From an optimization exercise on the open Yosys and OpenROAD flow, aimed at small area and a short achievable clock period; shortcuts taken in it are not production practice.
Function was checked by simulation only, so behaviour that the tests miss may differ from the original.

## flow/design.v (module list and top-level ports; edited modules follow where they fit)
// module Float8Mac16_3stage: 1248 lines
module Float8Mac16_3stage #(
    parameter int unsigned N_WAY  = 16,
    parameter int unsigned PADBIT = 10
)(
    input  logic               clk,
    input  logic               rst_n,
    input  logic [8*N_WAY-1:0] din_X,
    input  logic [8*N_WAY-1:0] din_W,
    input  logic               din_valid,
    output logic [15:0]        dout,
    output logic               dout_valid
);
  // ...
==> flow/flow/run.sh <==
#!/bin/bash
# The standard layout, with the port buffers made of sky130_fd_sc_hd__buf_2
# instead of the cell buffer_ports picks by default (clkdlybuf4s50_1, a delay cell).
set -euo pipefail
echo 'export BUFFER_PORTS_ARGS = -buffer_cell sky130_fd_sc_hd__buf_2' >> config.mk
bash standard.sh > flow.log 2>&1
==> flow/standard.sh <==
#!/bin/bash
# synth_recipe.tcl (not shown) runs the flow's synth.tcl, then flattens the netlist and writes it again
# the make line also repeats each setting of config.mk as NAME=value (left out here)
make -C /OpenROAD-flow-scripts/flow DESIGN_CONFIG=/design/flow/config.mk WORK_HOME=/design/flow/orfs CLKGATE_MAP_FILE= SYNTH_SCRIPT=/design/flow/synth_recipe.tcl "${@:-finish}"
==> flow/config.mk <==
export PLATFORM = sky130hd
export DESIGN_NAME = Float8Mac16_3stage
export DESIGN_NICKNAME = Float8Mac16_3stage
export VERILOG_FILES = /design/flow/design.v
export SDC_FILE = /design/flow/constraint.sdc
export NUM_CORES = 4
export LEC_CHECK = 0
export ABC_AREA = 1
export CAP_MARGIN = 20
export CORE_MARGIN = 2
export CORE_UTILIZATION = 40
export CTS_BUF_LIST = sky130_fd_sc_hd__clkbuf_16
export CTS_CLUSTER_DIAMETER = 100
export CTS_CLUSTER_SIZE = 24
export PLACE_DENSITY = 0.6
export SLEW_MARGIN = 20
export BUFFER_PORTS_ARGS = -buffer_cell sky130_fd_sc_hd__buf_2
==> flow/constraint.sdc <==
create_clock -name core_clock -period 44.0 [get_ports {clk}]
set_input_delay 8.8000 -clock core_clock [delete_from_list [all_inputs] [get_ports {clk}]]
set_output_delay 8.8000 -clock core_clock [all_outputs]
set_load 0.01 [all_outputs]
==> summary.txt, run 1 <==
- Status: finished clean
- Area contributors post-synth: dfxtp_1 22%, fa_1 19%, nand2_1 12%
- Max-Cap Viols: 0
- Largest family of logic cells by synthesized area: adder cells
- Final hold viol count: 0
- GR Layer Usage met3: 3.10%
- Fillers: 12,400
- First-pass GRT wire length: 237 mm
- Post-synth top cells: 1,531 x nand2_1, 1,228 x inv_1, 537 x dfxtp_1
- Area of the multi-input gates: 0.0327 mm²
- Post-route design area: 0.0532 mm²
- Critical path required time: 35,200 ps
- Signal buffers: 285
- CTS root buf: clkbuf_16
- YS warnings: 10
- Setup WS pre-CTS: 33,780 ps
- Hpwl dp: 133 mm
- Slew @ Worst Pin: 1070 ps
- Sequential cell count: 541
- Min Tclk post-route: 9950 ps
- Met2 Usage GRT: 40.2%
- Die Ht: 354 µm
- 1st-iter DRT viols: 2,914
- FF/Latch Area: 0.0109 mm²
- Port bufs: 275
- # setup viols final: 0
- Mux cell area share after synthesis: 0.655%
- Post-synth top area share: 22.0%
- Dominant kind of cell: multi-input gates
- Worst clock skew: 38.9 ps
- FMAX: 101 MHz
- Placer Congestion: 1.07
==> inputs of run 2 (changes only) <==
--- a/flow/design.v
+++ b/flow/design.v
@@ -110,17 +110,24 @@
         mi <= minc;
         cm <= cma;
         nneg   <= na;
         nneg_m <= na_m;
     end
     logic [17:0] r [N_WAY-1:0];
     generate
         for (K = 0; K < N_WAY; K = K + 1) begin : gen_align
-            wire [6:0]  t  = {2'b0, eb[K]} + cm + {6'd0, ~mi};
+            wire [6:0]  t;
+            wire [7:0]  tc;
+            assign tc[0] = ~mi;
+            for (genvar j = 0; j < 7; j = j + 1) begin : gen_t
+                wire ej = (j < 5) ? eb[K][j] : 1'b0;
+                assign t[j]    = ej ^ cm[j] ^ tc[j];
+                assign tc[j+1] = (ej & cm[j]) | (tc[j] & (ej ^ cm[j]));
+            end
             wire [7:0]  q  = t[6] ? 8'd0 : pb[K];
             wire [8:0]  s0 = t[0] ? {q, 1'b0}   : {1'b0, q};
             wire [10:0] s1 = t[1] ? {s0, 2'b0}  : {2'b0, s0};
             wire [14:0] s2 = t[2] ? {s1, 4'b0}  : {4'b0, s1};
             wire [22:0] s3 = t[3] ? {s2, 8'b0}  : {8'b0, s2};
             wire [38:0] s4 = t[4] ? {s3, 16'b0} : {16'b0, s3};
             assign r[K] = s4[24:7] ^ {18{sb[K]}};
         end
==> run 2 against run 1 <==
Net effect: area after synthesis is 0.52% lower; non-clock buffer count is 1 lower; largest cell class unchanged; register-to-register slack better by 710 ps; synthesized cell count is 0.43% lower; clock skew is 3.2 ps higher; first-iteration DRC count is 18% higher; utilization is 0.11 points higher; clock-buffer cell count is 1 higher; maximum frequency is 0.30% lower; highest routed layer unchanged; critical path depth stayed put.
==> summary.txt, run 2 <==
- R2R setup slack: 35,530 ps
- Setup WS pre-CTS: 33,760 ps (-17.1 ps)
- Drt pass-1 iters: 11
- Hold depth: 0
- HP Start: nneg_m[4]$_DFF_P_
- Grt total ovfl: 0
- Initial antenna violation count: 4
- Postcts setup bufs: 0
- 1st-iter DRT viols: 3,425 (+18%)
- Critical path required time: 35,200 ps (about the same)
- Placer Congestion: 1.05 (-2.2%)
- Syn Nets: 7,532
- Hold endpoint: uc[22]$_DFF_P_
- CTS tree: done
- DR vias/cell: 4.94
- Syn Inst Count: 6,493
- DRT antenna net count: 0
- Post-Syn Area: 0.0486 mm²
- RSZ-0062 raised after global routing: false
- Num ports: 276
- Sink Count: 541
- Core ar.: 0.120 mm²
- Crit path largest cell delay: 390 ps
- Hold Buf Count CTS: 0
- Synth-to-layout area growth: 8.58%
- Port bufs: 275 (unchanged)
- Initial Util: 40.4%
- Via Count: 41,000
- CTS root buf: clkbuf_16
- FMAX: 100 MHz (-0.30%)
- Die footprint: 0.124 mm²
- Layout Utilization: 43.9%
- Reg2reg path depth: 28
- Post-synth top cells: 1,536 x nand2_1, 1,305 x inv_1, 537 x dfxtp_1
- Reg-to-reg critical path startpoint: cm[0]$_DFF_P_
- Die Ht: 353 µm (-0.26%)
- Crit-path slowest cell: dfrtp_1
- Count of state elements after synthesis: 541
- Hold Path Class: flip-flop to flip-flop
- Placed cell count: 8,235
- Slew @ Worst Pin: 1070 ps (+2.48 ps)
- Top delay family on crit path: flip-flops
- Deepest clock path buffer count: 3
- Worst r2r dst: uc[8]$_DFF_P_
- Worst Setup Start Kind: flip-flop
- Share of cells above drive strength 1: 6.85%
- Largest net degree at the start of global routing: 26
- H-tree Lvls: 2
- First-pass GRT wire length: 231 mm (-2.8%)
- Sequential area share after synthesis: 22.3%
- Number of synthesized flops with an enable pin: 0
- Core Rows: 127
- Total GRT Usage: 24.0%
- Leading registers by flop count: pb: 128 flops, e1: 80 flops, eb: 80 flops
- YS warnings: 10 (unchanged)
- Slew Viols, Final: 0
- Final wirelength: 149 mm
- Fin cells: 8,300
- Max reg flops: 128
- CP cell instances: buf_2
- Nets: 7,703
- Min Tclk post-route: 9980 ps (+30.2 ps)
- Fin worst setup slack: 34,020 ps
- Slew HR: 28.3%
- Total CTS buffers: 39
- Clock Latency Late Sink: 660 ps
- Count leader, synth: nand2_1
- Largest Register: pb
- Worst clock skew: 42.1 ps (+3.23 ps)
- # setup viols final: 0 (unchanged)
- # diodes: 0
- CP Buf/Inv Count: 1
- Max-Cap Viols: 0 (unchanged)
- Crit share post-route: 22.7%
- Setup TNS: 0 ps
- Clock Pin Slew Worst Setup and Hold Paths: 90 ps
- Post-cts gate resize count: 0
- Mean post-synth cell area: 7.49 µm²
- Drc violations: 0
- Fraction of registers with async set/reset: 0.739%
- Arr. time, crit path: 1180 ps
- Yosys top cell by area: dfxtp_1
- Final hold viol count: 0 (unchanged)
- Post-DR wirelength/cell: 18.0 µm
- Most frequent cells in the layout: 1,536 x nand2_1, 1,303 x inv_1, 536 x dfxtp_1
- Vias in the first global route: 40,000
- Area contributors post-synth: dfxtp_1 22%, fa_1 21%, nand2_1 12%
- Yosys cell types: 50
- Post-synth top area share: 22.1% (+0.12 points)
- Critical Path Fanout Max: 1
- Die Wd: 353 µm
- Most common cell after layout, fill and taps aside: nand2_1
- Status: finished clean
- CP Capture Type: primary output
- Hpwl dp: 128 mm (-3.7%)
- Setup Crit Path Kind: flip-flop to primary output
- Ys flop type: dfxtp_1
==> run 2: metal layers <==
layer / global-route usage (%) / vias to the layer above / share of wire (%)
met2: 38.3 / 1266 / 44
met5: 0 / - / 0.032
li1: - / 20300 / -
met4: 9.96 / 4 / 4.9
met3: 3.79 / 239 / 6.8
met1: 32.2 / 19200 / 44
==> run 2: logic make-up (layout without fill, tap and decap cells) <==
logic type / Yosys count / in the layout / synth area share [%]
multiplexers: 32 / 32 / 0.659
AND/OR/NAND/NOR: 2459 / 2459 / 20.8
XOR/XNOR: 411 / 411 / 7.42
flip-flops: 541 / 541 / 22.3
adder cells (fa/ha/maj): 780 / 780 / 28.1
AO/OA/AOI/OAI: 778 / 778 / 9.02
buffers and inverters: 1492 / 1687 / 11.7
==> run 2: cell type report <==
| type | count | area (µm²) |
|---|---|---|
| clock inverters | 25 | 363 |
| multi-input cells | 4460 | 32100 |
| fillers | 12200 | 67500 |
| clock buffers | 40 | 1000 |
| well taps | 1612 | 2020 |
| repair buffers | 284 | 1440 |
| inverters | 1338 | 5020 |
| flip-flops and latches | 541 | 10900 |
==> run 2: per-stage QoR <==
step	hold WS [ps]	instance area, µm²
floorplan	310	48600
global placement	314	51400
detailed placement	319	51400
CTS	340	52800
global route	348	52800
finish	343	52800
==> run 2: how the worst max path moves through the flow <==
stage | start | end | slack (ps) | cells after the start
detailed placement | din_W[94] | e1[11][4]$_DFF_P_ | 33760 | 8
global route | vld[3]$_DFF_PN0_ | dout_valid | 33970 | 1
global placement | din_W[94] | e1[11][4]$_DFF_P_ | 33740 | 8
finish | vld[3]$_DFF_PN0_ | dout_valid | 34020 | 1
floorplan | din_X[12] | e1[1][2]$_DFF_P_ | 34160 | 7
CTS | vld[3]$_DFF_PN0_ | dout_valid | 33950 | 1
==> inputs of run 3 (changes only) <==
--- a/flow/config.mk
+++ b/flow/config.mk
@@ -8,10 +8,12 @@
 export ABC_AREA = 1
 export CAP_MARGIN = 20
 export CORE_MARGIN = 2
-export CORE_UTILIZATION = 40
+export CORE_UTILIZATION = 60
 export CTS_BUF_LIST = sky130_fd_sc_hd__clkbuf_16
-export CTS_CLUSTER_DIAMETER = 100
-export CTS_CLUSTER_SIZE = 24
-export PLACE_DENSITY = 0.6
+export CTS_CLUSTER_DIAMETER = 90
+export CTS_CLUSTER_SIZE = 22
+export GPL_ROUTABILITY_DRIVEN = 0
+export GPL_TIMING_DRIVEN = 0
+export PLACE_DENSITY = 0.75
 export SLEW_MARGIN = 20
 export BUFFER_PORTS_ARGS = -buffer_cell sky130_fd_sc_hd__buf_2
==> run 3 against run 2 <==
Net effect: still clean; sequential cell count unchanged; synthesized cell count unchanged; non-clock buffer count up 151; critical path type unchanged; highest routed layer unchanged.
==> summary.txt, run 3 <==
- Status: finished clean
- Largest net degree at the start of global routing: 23 (-12%)
- CP Buf/Inv Count: 1 (unchanged)
- Slew HR: 39.9% (+12 points)
- Final wirelength: 136 mm (-9.1%)
- Largest family of logic cells by synthesized area: adder cells
- Min Tclk post-route: 9890 ps (-86.2 ps)
- Synth Area in XOR/XNOR: 7.42% (unchanged)
- Post-route design area: 0.0528 mm² (about the same)
- 1st-iter DRT viols: 4,326 (+26%)
- FMAX: 101 MHz (+0.87%)
- Deepest clock path buffer count: 3 (unchanged)
- Area contributors post-synth: dfxtp_1 22%, fa_1 21%, nand2_1 12%
- Hpwl dp: 113 mm (-12%)
- Slew @ Worst Pin: 896 ps (-173 ps)
- Worst Setup Start Kind: flip-flop
- Crit share post-route: 22.5% (-0.20 points)
- Total CTS buffers: 40 (+2.6%)
- Yosys cell types: 50 (unchanged)
- First-pass GRT wire length: 214 mm (-7.4%)
- Hold Path Class: flip-flop to flip-flop
- Most common cell after layout, fill and taps aside: nand2_1
- Ys flop type: dfxtp_1
- FF/Latch Area: 0.0109 mm² (about the same)
- Mux cell area share after synthesis: 0.659% (unchanged)
- Largest Register: pb
- CP Capture Type: primary output
- Num ports: 276 (unchanged)
- Share of cells above drive strength 1: 6.89% (+0.040 points)
- Hold Buf Count CTS: 0 (unchanged)
- CTS tree: done
- Synth-to-layout area growth: 8.62% (about the same)
- Mean post-synth cell area: 7.49 µm² (unchanged)
- Sink Count: 541 (unchanged)
- H-tree Lvls: 2 (unchanged)
- Clock Latency Late Sink: 620 ps (-40 ps)
- Hold depth: 0 (unchanged)
- Total GRT Usage: 32.9% (+9.0 points)
- Yosys top cell by area: dfxtp_1
- Drt pass-1 iters: 7 (-4)
- Initial antenna violation count: 5 (+1)
- Syn Inst Count: 6,493 (unchanged)
- Crit-path slowest cell: dfrtp_1
- Via Count: 42,500 (+3.8%)
- Area post-placement: 0.0515 mm² (about the same)
- Post-synth top cells: 1,536 x nand2_1, 1,305 x inv_1, 537 x dfxtp_1
- Die Wd: 289 µm (-18%)
- Reg-to-reg critical path startpoint: fw1[9][1]$_DFF_P_
- Post-synth top area share: 22.1% (unchanged)
- Critical path required time: 35,200 ps (about the same)
- Setup Crit Path Kind: flip-flop to primary output
- Post-Synth Simple-Gate Area: 20.8% (unchanged)
- Post-DR wirelength/cell: 17.2 µm (-4.5%)
- Max-Cap Viols: 0 (unchanged)
- Syn Nets: 7,532 (unchanged)
- RSZ-0062 raised after global routing: false
- Fillers: 6,968 (-43%)
- Clock Pin Slew Worst Setup and Hold Paths: 80 ps (about the same)
- Number of synthesized flops with an enable pin: 0 (unchanged)
- Grt total ovfl: 0 (unchanged)
- CP cell instances: buf_2
- Sequential area share after synthesis: 22.3% (unchanged)
- # setup viols final: 0 (unchanged)
- Slew Viols, Final: 0 (unchanged)
- Core ar.: 0.0804 mm² (-33%)
- Die Ht: 289 µm (-18%)
- Arr. time, crit path: 1090 ps (-90 ps)
- Fraction of registers with async set/reset: 0.739% (unchanged)
- YS warnings: 10 (unchanged)
- Nets: 7,855 (+2.0%)
- Port bufs: 275 (unchanged)
- Post-Synth Adder-Cell Area: 28.1% (unchanged)
- Postcts setup bufs: 0 (unchanged)
- Die footprint: 0.0833 mm² (-33%)
- Post-cts gate resize count: 0 (unchanged)
- Max reg flops: 128 (unchanged)
- Critical Path Fanout Max: 1 (unchanged)
- HP Start: nneg_m[3]$_DFF_P_
- Most frequent cells in the layout: 1,536 x nand2_1, 1,301 x inv_1, 535 x dfxtp_1
- DRT antenna net count: 0 (unchanged)
- Leading registers by flop count: pb: 128 flops, e1: 80 flops, eb: 80 flops
- Drc violations: 0 (unchanged)
- R2R setup slack: 34,210 ps (-1320 ps)
- Count of state elements after synthesis: 541 (unchanged)
- Vias in the first global route: 40,300 (+0.90%)
- Initial Util: 60.5% (+20 points)
- Setup TNS: 0 ps (unchanged)
- Worst clock skew: 31.6 ps (-10.5 ps)
- Top delay family on crit path: flip-flops
- Worst r2r dst: mi$_DFF_P_
- Crit path largest cell delay: 360 ps (-30 ps)
- CTS root buf: clkbuf_16
- Core Rows: 104 (-18%)
- Area of the multi-input gates: 0.0321 mm² (unchanged)
- Compound-cell area share of the yosys netlist: 9.02% (unchanged)
- Count leader, synth: nand2_1
- DR vias/cell: 5.38 (+9.0%)
- Final hold viol count: 0 (unchanged)
- Hold endpoint: uc[21]$_DFF_P_
- Reg2reg path depth: 54 (+93%)
- Post-Syn Area: 0.0486 mm² (unchanged)
[run 3: cell counts after synthesis]
Identical to the previous run, type by type.
[run 3: how the worst max path moves through the flow]
stage	from	cells after the start	to	slack, ps
after floorplan	din_X[12]	7	e1[1][2]$_DFF_P_	34160
after global placement	din_X[110]	8	e1[13][2]$_DFF_P_	33890
after detailed placement	din_X[110]	8	e1[13][4]$_DFF_P_	33870
after CTS	vld[3]$_DFF_PN0_	1	dout_valid	34080
after global routing	vld[3]$_DFF_PN0_	1	dout_valid	34070
final	vld[3]$_DFF_PN0_	1	dout_valid	34110
[run 3: final cells by class]
cell class | instances | area share [%]
clock inverters | 23 | 0.609
diodes | 1 | 0.00474
well taps | 1060 | 2.51
inverters | 1338 | 9.51
flip-flops and latches | 541 | 20.6
plain buffers | 154 | 1.25
multi-input cells | 4460 | 60.8
clock buffers | 41 | 1.94
repair buffers | 281 | 2.86
[run 3: metrics by stage]
step | setup slack, ps | cells | utilization (%) | hold WS, ps
final | 34110 | 7899 | 65.7 | 333
after global routing | 34070 | 7898 | 65.7 | 337
after CTS | 34080 | 7898 | 65.7 | 332
after detailed placement | 33870 | 7834 | 64.0 | 312
after global placement | 33890 | 7828 | 63.8 | 312
after floorplan | 34160 | 6493 | - | 310
[run 3: cell families (layout without fill, tap and decap cells)]
logic type               after synthesis  after routing
adder cells (fa/ha/maj)              780            780
AND/OR/NAND/NOR                     2459           2459
XOR/XNOR                             411            411
multiplexers                          32             32
flip-flops                           541            541
buffers and inverters               1492           1837
other                                  0              1
AO/OA/AOI/OAI                        778            778
[run 3: metal layers]
| layer | global-route usage [%] | routed length, µm | vias to the layer above |
|---|---|---|---|
| met3 | 7.25 | 14600 | 373 |
| met1 | 43.2 | 53900 | 19600 |
| li1 | - | - | 20600 |
| met2 | 50.6 | 57700 | 1922 |
| met5 | 0 | 25 | - |
| met4 | 18.5 | 9350 | 4 |
==> inputs of run 4 (changes only) <==
--- a/flow/config.mk
+++ b/flow/config.mk
@@ -12,8 +12,6 @@
 export CTS_BUF_LIST = sky130_fd_sc_hd__clkbuf_16
 export CTS_CLUSTER_DIAMETER = 90
 export CTS_CLUSTER_SIZE = 22
-export GPL_ROUTABILITY_DRIVEN = 0
-export GPL_TIMING_DRIVEN = 0
 export PLACE_DENSITY = 0.75
 export SLEW_MARGIN = 20
 export BUFFER_PORTS_ARGS = -buffer_cell sky130_fd_sc_hd__buf_2
==> run 4 against run 3 <==
Net effect: still clean; clock-buffer cell count shrank 2; critical path depth is the same; non-clock buffer count shrank 152; register-to-register slack gained 990 ps; die area is the same; final area shrank 1.5%; maximum frequency is essentially flat; sequential share of layout area grew 0.31 points; global-route usage grew 1.4 points; critical path type unchanged; critical endpoint unchanged.
==> summary.txt, run 4 <==
- Leading registers by flop count: pb: 128 flops, e1: 80 flops, eb: 80 flops
- Most common cell after layout, fill and taps aside: nand2_1
- Hold depth: 0 (unchanged)
- Slew Viols, Final: 0 (unchanged)
- Fraction of registers with async set/reset: 0.739% (unchanged)
- Port bufs: 275 (unchanged)
- Layout Utilization: 64.7% (-0.98 points)
- Slew HR: 27.7% (-12 points)
- Synth Area in XOR/XNOR: 7.42% (unchanged)
- Hpwl dp: 121 mm (+7.3%)
- Grt total ovfl: 0 (unchanged)
- R2R setup slack: 35,200 ps (+990 ps)
- Total CTS buffers: 38 (-5.0%)
- Mean post-synth cell area: 7.49 µm² (unchanged)
- Hold Path Class: flip-flop to flip-flop
- Crit share post-route: 22.5% (about the same)
- Nets: 7,701 (-2.0%)
- Share of cells above drive strength 1: 6.73% (-0.15 points)
- Reg-to-reg critical path startpoint: cm[0]$_DFF_P_
- Yosys cell types: 50 (unchanged)
- Min Tclk post-route: 9890 ps (-3.70 ps)
- CP Buf/Inv Count: 1 (unchanged)
- FMAX: 101 MHz (about the same)
- Post-DR wirelength/cell: 18.4 µm (+7.1%)
- Most frequent cells in the layout: 1,536 x nand2_1, 1,307 x inv_1, 535 x dfxtp_1
- Number of synthesized flops with an enable pin: 0 (unchanged)
- Final hold viol count: 0 (unchanged)
- Max-Cap Viols: 0 (unchanged)
- Setup TNS: 0 ps (unchanged)
- Largest net degree at the start of global routing: 26 (+13%)
- CP Capture Type: primary output
- Worst clock skew: 29.4 ps (-2.19 ps)
- Final wirelength: 142 mm (+5.0%)
- CTS root buf: clkbuf_16
- Worst r2r dst: uc[16]$_DFF_P_
- Placer Congestion: 1.06
- Fillers: 7,128 (+2.3%)
- Mux cell area share after synthesis: 0.659% (unchanged)
- Drc violations: 0 (unchanged)
- Critical Path Fanout Max: 1 (unchanged)
- Drt pass-1 iters: 9 (+2)
- First-pass GRT wire length: 219 mm (+2.5%)
- Area contributors post-synth: dfxtp_1 22%, fa_1 21%, nand2_1 12%
- Synth-to-layout area growth: 7.00%
- Slew @ Worst Pin: 1080 ps (+189 ps)
- Clock Latency Late Sink: 610 ps (about the same)
- 1st-iter DRT viols: 3,598 (-17%)
- Post-synth top area share: 22.1% (unchanged)
- Setup Crit Path Kind: flip-flop to primary output
- Worst Setup Start Kind: flip-flop
- Die Ht: 289 µm (unchanged)
- Yosys top cell by area: dfxtp_1
- Count leader, synth: nand2_1
- Compound-cell area share of the yosys netlist: 9.02% (unchanged)
- Max reg flops: 128 (unchanged)
- YS warnings: 10 (unchanged)
- Largest Register: pb
- Crit path largest cell delay: 360 ps (about the same)
- Largest family of logic cells by synthesized area: adder cells
- Deepest clock path buffer count: 3 (unchanged)
- Vias in the first global route: 39,600 (-1.7%)
- Post-Syn Area: 0.0486 mm² (unchanged)
- DRT antenna net count: 0 (unchanged)
- Count of state elements after synthesis: 541 (unchanged)
- DR vias/cell: 5.38 (about the same)
- CP cell instances: buf_2
- Die Wd: 289 µm (unchanged)
- H-tree Lvls: 2 (unchanged)
- Post-cts gate resize count: 0 (unchanged)
- Num ports: 276 (unchanged)
- Core ar.: 0.0804 mm² (unchanged)
- Initial antenna violation count: 6 (+1)
- Arr. time, crit path: 1090 ps (about the same)
- Syn Inst Count: 6,493 (unchanged)
- # setup viols final: 0 (unchanged)
- Status: finished clean
- Initial Util: 60.5% (unchanged)
- Clock Pin Slew Worst Setup and Hold Paths: 90 ps (about the same)
- HP Start: vld[2]$_DFF_PN0_
- Hold endpoint: vld[3]$_DFF_PN0_
- Ys flop type: dfxtp_1
- Total GRT Usage: 34.3% (+1.4 points)
- Postcts setup bufs: 0 (unchanged)
- Hold Buf Count CTS: 0 (unchanged)
- Die footprint: 0.0833 mm² (unchanged)
- Post-synth top cells: 1,536 x nand2_1, 1,305 x inv_1, 537 x dfxtp_1
- Sink Count: 541 (unchanged)
- RSZ-0062 raised after global routing: false
- Sequential area share after synthesis: 22.3% (unchanged)
- Crit-path slowest cell: dfrtp_1
- Via Count: 41,700 (-1.9%)
- Syn Nets: 7,532 (unchanged)
- CTS tree: done
- Top delay family on crit path: flip-flops
- Core Rows: 104 (unchanged)
- Reg2reg path depth: 28 (-48%)
- Post-Synth Simple-Gate Area: 20.8% (unchanged)
- Critical path required time: 35,200 ps (about the same)
- Post-Synth Adder-Cell Area: 28.1% (unchanged)
-- run 4: cell counts after synthesis --
No cell type changed its count.
-- run 4: routing by layer --
| layer | wire (µm) | share of wire, % | up-vias | GRT usage (%) |
|---|---|---|---|---|
| met5 | 30 | 0.021 | - | 0 |
| met4 | 7310 | 5.1 | 4 | 14.8 |
| met3 | 12100 | 8.5 | 287 | 5.43 |
| met2 | 62700 | 44 | 1687 | 54.6 |
| met1 | 60100 | 42 | 19400 | 46.6 |
| li1 | - | - | 20300 | - |
-- run 4: how the worst max path moves through the flow --
stage,cells after the start,to,startpoint,slack (ps)
floorplan,7,e1[1][2]$_DFF_P_,din_X[12],34160
global placement,8,e1[9][4]$_DFF_P_,din_X[76],33900
detailed placement,8,e1[9][4]$_DFF_P_,din_W[77],33850
CTS,1,dout_valid,vld[3]$_DFF_PN0_,34090
global route,1,dout_valid,vld[3]$_DFF_PN0_,34070
finish,1,dout_valid,vld[3]$_DFF_PN0_,34110
-- run 4: final cells by class --
type,count,area (µm²),area share [%]
Antenna cell,1,2.50,0.00481
Timing Repair Buffer,283,1440,2.76
Clock buffer,39,976,1.88
Multi-Input combinational cell,4460,32100,61.7
Inverter,1338,5020,9.65
Clock inverter,21,315,0.606
Sequential cell,541,10900,20.9
Tap cell,1060,1330,2.55
-- run 4: cells by family after synthesis --
family / after synthesis
and+or+nand+nor: 2459
buffers and inverters: 1492
adders and majority gates: 780
AOI/OAI and AO/OA: 778
DFF: 541
xor gates and xnor gates: 411
muxes: 32
-- run 4: per-stage QoR --
stage                     worst slack (ps)  std cells  hold slack [ps]  instance area, µm²
after floorplan                      34160       6493              310               48600
final                                34110       7743              355               52000
after global placement               33900       7682              333               50700
after CTS                            34090       7742              358               52000
after global routing                 34070       7742              366               52000
after detailed placement             33850       7682              337               50700

==> afterwards: timing with drivers on the ports <==
The flow's constraints put no driver on any port. The routed layouts listed below were extracted and timed again, unchanged, in two steps. Step 1 sets driving cells, clkbuf_16 on the clock port and buf_2 on the other inputs (assumed; they add their load-dependent delay and slew). Step 2 also shifts input and output timing later by t, the mid clock arrival at the registers, as if the neighbouring blocks saw the same clock. Three values: no drivers, after step 1, after step 2; two values: the first two.
| run | t, ns | slack for setup (ns) | worst register clock-pin slew, ns | worst slew at a driven data input, ns | pins driven straight from the clock port |
|---|---|---|---|---|---|
| run 1 | 0.695 | 34.054 / 33.984 / 33.769 | 0.10 / 0.10 | 0.08 | 1 |
| run 2 | 0.712 | 34.023 / 33.949 / 33.659 | 0.10 / 0.10 | 0.05 | 1 |
| run 3 | 0.676 | 34.110 / 34.040 / 33.862 | 0.09 / 0.09 | 0.04 | 1 |
| run 4 | 0.666 | 34.113 / 34.040 / 33.846 | 0.09 / 0.09 | 0.04 | 1 |
After both steps every run listed still meets setup and hold. For run 2, which loses most, drivers alone change the setup slack by -0.074 ns; drivers and shift together by -0.364 ns.
